This is an optimization exercise on Yosys and OpenROAD, whose aim is small area and a short achievable clock period, not a production implementation. Where RTL was checked, it was by simulation tests only, not by an equivalence proof against the original. Power is estimated from default activity; no workload was simulated.

== run 1 ==
==> flow/design.v (excerpt) <==
module moving_avg_top #(
    parameter FILTER_TYPE =  0,     
    parameter WIDTH       = 16,
    parameter N           = 16,
    parameter SHIFT       =  4,
    parameter DO_ROUND    =  0,
    parameter K           =  3
)(
    input                     clk,
    input                     rst_n,
    input                     in_valid,
    input  signed [WIDTH-1:0] in_sample,
    output                    out_valid,
    output signed [WIDTH-1:0] out_sample
);
    wire                     out_valid_w;
    wire signed [WIDTH-1:0]  out_sample_w;
    generate
        if (FILTER_TYPE == 0) begin : gen_win_buffer
            moving_avg_filter #(
                .WIDTH (WIDTH),
                .N     (N)
            ) u_filter (
                .clk        (clk),
                .rst_n      (rst_n),
                .in_valid   (in_valid),
                .in_sample  (in_sample),
                .out_valid  (out_valid_w),
                .out_sample (out_sample_w)
            );
        end else begin : gen_default
            moving_avg_filter #(
                .WIDTH (WIDTH),
  ...
For scale: roughly 280 flip-flops, ~36 I/O pins, roughly 11000 um2 of cells after synthesis.
==> flow/config.mk <==
export PLATFORM = sky130hd
export DESIGN_NAME = moving_avg_top
export DESIGN_NICKNAME = moving_avg_top
export VERILOG_FILES = /design/flow/design.v
export SDC_FILE = /design/flow/constraint.sdc
export NUM_CORES = 4
export LEC_CHECK = 0
export CAP_MARGIN = 20
export CORE_MARGIN = 2
export CORE_UTILIZATION = 40
export SETUP_SLACK_MARGIN = 2.8
export SLEW_MARGIN = 20
==> flow/constraint.sdc <==
create_clock -name core_clock -period 4.8 [get_ports {clk}]
set_input_delay 0.9600 -clock core_clock [delete_from_list [all_inputs] [get_ports {clk}]]
set_output_delay 0.9600 -clock core_clock [all_outputs]
set_load 0.01 [all_outputs]
standard.sh (not shown) runs the stock make flow with config.mk's settings and CLKGATE_MAP_FILE= SYNTH_SCRIPT=/design/flow/synth_recipe.tcl, a recipe that flattens the netlist after the stock synthesis.
==> flow/flow/run.sh <==
#!/bin/bash
# Standard ORFS layout, with Yosys's full/half-adder cell extraction turned
# off (ADDER_MAP_FILE empty) so ABC maps the adders for speed itself.
set -euo pipefail
export ADDER_MAP_FILE=
bash standard.sh > flow_make.log 2>&1
For run 2, these inputs were changed with respect to run 1:
==> flow/run.sh (new file) <==
#!/bin/bash
# synth_recipe.tcl (not shown) runs the flow's synth.tcl, then flattens the netlist and writes it again
# the make line also repeats each setting of config.mk as NAME=value (left out here)
make -C /OpenROAD-flow-scripts/flow DESIGN_CONFIG=/design/flow/config.mk WORK_HOME=/design/flow/orfs CLKGATE_MAP_FILE= SYNTH_SCRIPT=/design/flow/synth_recipe.tcl finish
diff --git a/flow/config.mk b/flow/config.mk
--- a/flow/config.mk
+++ b/flow/config.mk
@@ -10,3 +10,3 @@
 export CORE_UTILIZATION = 40
-export SETUP_SLACK_MARGIN = 2.8
+export SETUP_SLACK_MARGIN = 2.5
 export SLEW_MARGIN = 20
removed: flow/flow/run.sh
removed: flow/standard.sh
Findings:
- Going from run 1 to run 2, length of the first detailed-routing pass in iterations shrinks by 1.
- Final core utilization: run 2 vs run 1, no meaningful difference
- Measured against each other, run 1 and run 2 differ in count of clock-buffer cells in the layout, the higher figure coming from run 1.
- The number of library cell types mapped by synthesis number comes out higher for run 1 vs run 2.
- Critical path depth, run 1 and run 2: lower on run 2
> inputs changed (run 2 -> run 3)
diff --git a/flow/config.mk b/flow/config.mk
--- a/flow/config.mk
+++ b/flow/config.mk
@@ -10,3 +10,3 @@
 export CORE_UTILIZATION = 40
-export SETUP_SLACK_MARGIN = 2.5
+export SETUP_SLACK_MARGIN = 2.8
 export SLEW_MARGIN = 20
## What came out
Changes observed in run 3 relative to run 2: relative area of clock buffers and inverters in the final design now sits lower, power density over the cells now sits lower, met1 wire length now sits lower, top fanout value on the critical path now sits lower. Sort run 3 and run 2 by routed wire length desc -> top: run 2. Area growth from synthesis to layout for run 3: 1.2 points down relative to run 2. Re weighted congestion reported at the end of routability-driven placement: run 3 and run 2 aren't equal, and the lower value belongs to run 2. On run 3: setup slack is 0.067 ns higher than what run 2 gave. Summary: with run 2 as the reference, design area in run 3 moved down slightly.
No functional check of the RTL was part of any run of this note.


The RTL this note starts from:
==> flow/design.v <==
module mavg_pre_u #(parameter W = 20) (
	input  [W-1:0] a,
	input  [W-1:0] b,
	output [W-1:0] u
);
	assign u = ~(a ^ b);
endmodule
module mavg_pre_v #(parameter W = 20) (
	input  [W-1:0] a,
	input  [W-1:0] b,
	output [W-1:0] v
);
	assign v = a & ~b;
endmodule
module mavg_merge_s #(parameter W = 20) (
	input  [W-1:0] u,
	input  [W-1:0] c,
	output [W-1:0] sn
);
	assign sn = ~(u ^ c);
endmodule
module mavg_merge_k #(parameter W = 20) (
	input  [W-1:0] u,
	input  [W-1:0] v,
	input  [W-1:0] c,
	output [W-1:0] kn
);
	assign kn = {~(v[W-2:0] | (u[W-2:0] & c[W-2:0])), 1'b0};
endmodule
module mavg_prop #(parameter W = 20) (
	input  [W-1:0] sn,
	input  [W-1:0] kn,
	output [W-1:0] p
);
	assign p = sn ^ kn;
endmodule
module mavg_tprop #(parameter W = 20) (
	input  [W-1:0] sn,
	input  [W-1:0] kn,
	output [W-1:0] t
);
	assign t = ~(sn & kn);
endmodule
module mavg_gen #(parameter W = 20) (
	input  [W-1:0] sn,
	input  [W-1:0] kn,
	output [W-1:0] g
);
	assign g = ~(sn | kn);
endmodule
module mavg_ks #(parameter W = 20, parameter L = 1) (
	input  [W-1:0] gi,
	input  [W-1:0] pi,
	output [W-1:0] go,
	output [W-1:0] po
);
	localparam D = 1 << (L - 1);
	localparam IN_INV = ((L - 1) % 2) == 1;
	genvar j;
	generate
		for (j = 0; j < W; j = j + 1) begin : b
			if (j < D) begin : pass
				assign go[j] = gi[j];
				assign po[j] = pi[j];
			end else begin : op
				localparam K = j - D;
				localparam K_INV = (K < D) ? (K == 1 || (K >= 4 && K < 8) || K >= 16) : IN_INV;
				wire gk_t = K_INV ? ~gi[K] : gi[K];
				if (!IN_INV) begin : t2i
					assign go[j] = ~(gi[j] | (pi[j] & gk_t));
					assign po[j] = ~(pi[j] & pi[K]);
				end else begin : i2t
					assign go[j] = ~(gi[j] & (pi[j] | ~gk_t));
					assign po[j] = ~(pi[j] | pi[K]);
				end
			end
		end
	endgenerate
endmodule
module mavg_sum_n #(parameter W = 20) (
	input  [W-1:0] p,
	input  [W-1:0] c,
	output [W-1:0] sn
);
	assign sn[0] = ~p[0];
	genvar j;
	generate
		for (j = 1; j < W; j = j + 1) begin : b
			if (j - 1 == 1 || (j - 1 >= 4 && j - 1 < 8) || j - 1 >= 16) begin : cinv
				assign sn[j] = p[j] ^ c[j-1];
			end else begin : ctrue
				assign sn[j] = ~(p[j] ^ c[j-1]);
			end
		end
	endgenerate
endmodule
module mavg_hold #(parameter W = 20) (
	input  [W-1:0] an,
	input  [W-1:0] bn,
	input          en,
	output [W-1:0] y
);
	assign y = ~(en ? an : bn);
endmodule
module moving_avg_filter #(
	parameter WIDTH = 16,
	parameter N     = 16
)(
	input                         clk,
	input                         rst_n,
	input                         in_valid,
	input      signed [WIDTH-1:0] in_sample,
	output reg                    out_valid,
	output     signed [WIDTH-1:0] out_sample
);
	localparam SHIFT = 4;
	localparam W = WIDTH + SHIFT;
	reg [WIDTH-1:0] window [0:N-2];
	reg [WIDTH-1:0] oldest;   
	reg [SHIFT-1:0] count;    
	reg             full;     
	reg [W-1:0]     sum;
	wire fills = full | (&count);   
	wire [W-1:0] b = {{SHIFT{oldest[WIDTH-1]}}, oldest};
	wire [W-1:0] c = {{SHIFT{in_sample[WIDTH-1]}}, in_sample};
	wire [W-1:0] next_sum_n, sum_n;
	wire [W-1:0] t0;
	wire [W-1:0] u, v, sn, kn, g0, p0, gn1, pn1, g2, p2, gn3, pn3, g4, p4, gn5, pn5, next_sum;
	mavg_pre_u             u_pru (.a(sum), .b(b), .u(u));
	mavg_pre_v             u_prv (.a(sum), .b(b), .v(v));
	mavg_merge_s           u_mgs (.u(u), .c(c), .sn(sn));
	mavg_merge_k           u_mgk (.u(u), .v(v), .c(c), .kn(kn));
	mavg_prop              u_prp (.sn(sn), .kn(kn), .p(p0));
	mavg_gen               u_gen (.sn(sn), .kn(kn), .g(g0));
	mavg_tprop             u_tpr (.sn(sn), .kn(kn), .t(t0));
	mavg_ks      #(.L(1))  u_ks1 (.gi(g0),  .pi(t0),  .go(gn1), .po(pn1));
	mavg_ks      #(.L(2))  u_ks2 (.gi(gn1), .pi(pn1), .go(g2),  .po(p2));
	mavg_ks      #(.L(3))  u_ks3 (.gi(g2),  .pi(p2),  .go(gn3), .po(pn3));
	mavg_ks      #(.L(4))  u_ks4 (.gi(gn3), .pi(pn3), .go(g4),  .po(p4));
	mavg_ks      #(.L(5))  u_ks5 (.gi(g4),  .pi(p4),  .go(gn5), .po(pn5));
	mavg_sum_n             u_sum (.p(p0), .c(gn5), .sn(next_sum_n));
	mavg_hold              u_hld (.an(next_sum_n), .bn(sum_n), .en(sum_en), .y(next_sum));
	assign sum_n = ~(sum & {W{rst_n}});
	wire   sum_en = in_valid & rst_n;
	integer i;
	always @(posedge clk) begin
		sum <= next_sum;
		if (!rst_n)
			oldest <= {WIDTH{1'b0}};
		else if (in_valid)
			oldest <= fills ? window[N-2] : {WIDTH{1'b0}};
		if (in_valid) begin
			window[0] <= in_sample;
			for (i = 1; i < N-1; i = i + 1)
				window[i] <= window[i-1];
		end
	end
	always @(posedge clk or negedge rst_n) begin
		if (!rst_n) begin
			count     <= {SHIFT{1'b0}};
			full      <= 1'b0;
			out_valid <= 1'b0;
		end else begin
			out_valid <= 1'b0;
			if (in_valid) begin
				count     <= count + 1'b1;
				if (&count) full <= 1'b1;
				out_valid <= fills;
			end
		end
	end
	assign out_sample = sum[W-1:SHIFT];
endmodule
module moving_avg_top #(
    parameter FILTER_TYPE =  0,     
    parameter WIDTH       = 16,
    parameter N           = 16,
    parameter SHIFT       =  4,
    parameter DO_ROUND    =  0,
    parameter K           =  3
)(
    input                     clk,
    input                     rst_n,
    input                     in_valid,
    input  signed [WIDTH-1:0] in_sample,
    output                    out_valid,
    output signed [WIDTH-1:0] out_sample
);
    wire                     out_valid_w;
    wire signed [WIDTH-1:0]  out_sample_w;
    generate
        if (FILTER_TYPE == 0) begin : gen_win_buffer
            moving_avg_filter #(
                .WIDTH (WIDTH),
                .N     (N)
            ) u_filter (
                .clk        (clk),
                .rst_n      (rst_n),
                .in_valid   (in_valid),
                .in_sample  (in_sample),
                .out_valid  (out_valid_w),
                .out_sample (out_sample_w)
            );
        end else begin : gen_default
            moving_avg_filter #(
                .WIDTH (WIDTH),
                .N     (N)
            ) u_filter (
                .clk        (clk),
                .rst_n      (rst_n),
                .in_valid   (in_valid),
                .in_sample  (in_sample),
                .out_valid  (out_valid_w),
                .out_sample (out_sample_w)
            );
        end
    endgenerate
    assign out_valid  = out_valid_w;
    assign out_sample = out_sample_w;
endmodule
Settings: LEC_CHECK=0, CAP_MARGIN=20, CORE_MARGIN=2, CORE_UTILIZATION=40, CTS_BUF_LIST=sky130_fd_sc_hd__clkbuf_16, CTS_CLUSTER_DIAMETER=100, CTS_CLUSTER_SIZE=24, SETUP_SLACK_MARGIN=2.6, SLEW_MARGIN=20, SYNTH_HIERARCHICAL=1; clock period 4.8 ns.
==> flow/flow/run.sh <==
#!/bin/bash
# The standard layout (standard.sh, unchanged synthesis), except that the
# port buffers that global placement inserts are plain buf_2 cells instead of
# the delay buffers buffer_ports picks by default.
set -euo pipefail
export BUFFER_PORTS_ARGS="-buffer_cell sky130_fd_sc_hd__buf_2"
bash standard.sh > flow_make.log 2>&1
Change:
Settings changed: SETUP_SLACK_MARGIN 2.6 to 2.3.
Effect: Fmax shrinks by 7.0%; setup slack degrades by 0.16 ns; count of clock-buffer cells in the layout shrinks by 1; non-clock buffer count shrinks by 3; total power shrinks by 6.6%; final area shrinks by 5.3%; clock power shrinks by about 3%.
Change:
Settings changed: SETUP_SLACK_MARGIN 2.3 to 2.2.
Register-to-register slack is about the same.
Synthesized cell count is unchanged.
Total power hardly moves.
Hold slack barely changes.
Synthesized area stays the same.
Worst setup slack is worse by 0.0033 ns.
Change:
Settings changed: SETUP_SLACK_MARGIN 2.2 to 2.4.
Result: The changed run completed with no timing, DRC or antenna violations. Worst setup slack is better by 0.041 ns. Combinational power grows by a few percent. Worst hold slack hardly moves. Die area is unchanged. Synthesized cell count is unchanged.
Change:
Settings changed: SETUP_SLACK_MARGIN 2.4 to 3.0.
Effect: Cell area went up by 15%. Synthesized cell count does not change. Combinational power went up by 66%. Hold slack gets worse by 0.032 ns. Critical path depth stays the same. Utilization went up by 6.5 points. Die area stays the same. Cell count went up by 4.1%.
Change:
Settings changed: PLACE_DENSITY set to 0.8, SETUP_SLACK_MARGIN 3.0 to 2.2.
- The new run finished with timing, DRC and antenna clean
- final area came out lower by about a fifth
- clock skew came out higher by 0.0051 ns
- maximum frequency shrinks by about a fifth
- final cell count is lower by a few percent
- worst hold slack is better by 0.022 ns
- global-route usage shrinks by 1.7 points
- sequential cell count does not change

-- port drivers added, routing unchanged --
The flow's constraints put no driver on any port. The routed layouts listed below were extracted and timed again, unchanged, in two steps.
Step 1 (the two cells are an assumption about what drives the block):
set clk [get_ports {clk}]
set_driving_cell -lib_cell sky130_fd_sc_hd__clkbuf_16 $clk
set_driving_cell -lib_cell sky130_fd_sc_hd__buf_2 [delete_from_list [all_inputs] $clk]
Step 2 moves the port delays by t, midway between the first and last clock arrival at a register: inputs arrive t later, outputs are due t later. That takes back most of the time a late clock gives input paths.
Three values: no drivers, after step 1, after step 2; two values: the first two.
| run | t (ns) | setup WS [ns] | worst hold slack (ns) | worst register clock-pin slew, ns | cell pins on the clock port's net |
|---|---|---|---|---|---|
| run 1 | 0.575 | 1.594 / 1.599 / 1.039 | 0.405 / 0.405 / 0.405 | 0.07 / 0.07 | 1 |
| run 2 | 0.577 | 1.750 / 1.750 / 1.213 | 0.412 / 0.412 / 0.412 | 0.06 / 0.06 | 1 |
| run 3 | 0.574 | 1.818 / 1.829 / 1.261 | 0.415 / 0.415 / 0.415 | 0.06 / 0.06 | 1 |
| the first run of note 2 | 0.519 | 2.632 / 2.623 / 2.140 | 0.416 / 0.416 / 0.416 | 0.10 / 0.10 | 1 |
| the second run of note 2 | 0.522 | 2.468 / 2.468 / 1.973 | 0.418 / 0.418 / 0.418 | 0.09 / 0.09 | 1 |
| the third run of note 2 | 0.520 | 2.464 / 2.464 / 1.972 | 0.418 / 0.418 / 0.418 | 0.09 / 0.09 | 1 |
| the fourth run of note 2 | 0.522 | 2.505 / 2.505 / 2.031 | 0.418 / 0.418 / 0.418 | 0.09 / 0.09 | 1 |
| the fifth run of note 2 | 0.530 | 2.766 / 2.766 / 2.259 | 0.386 / 0.378 / 0.417 | 0.10 / 0.10 | 1 |
| the sixth run of note 2 | 0.520 | 2.400 / 2.400 / 1.959 | 0.408 / 0.408 / 0.408 | 0.09 / 0.09 | 1 |
After both steps setup and hold are still met in every run listed. The setup slack of run 3, which loses most, moves by +0.011 ns with the drivers and by -0.557 ns with both steps.
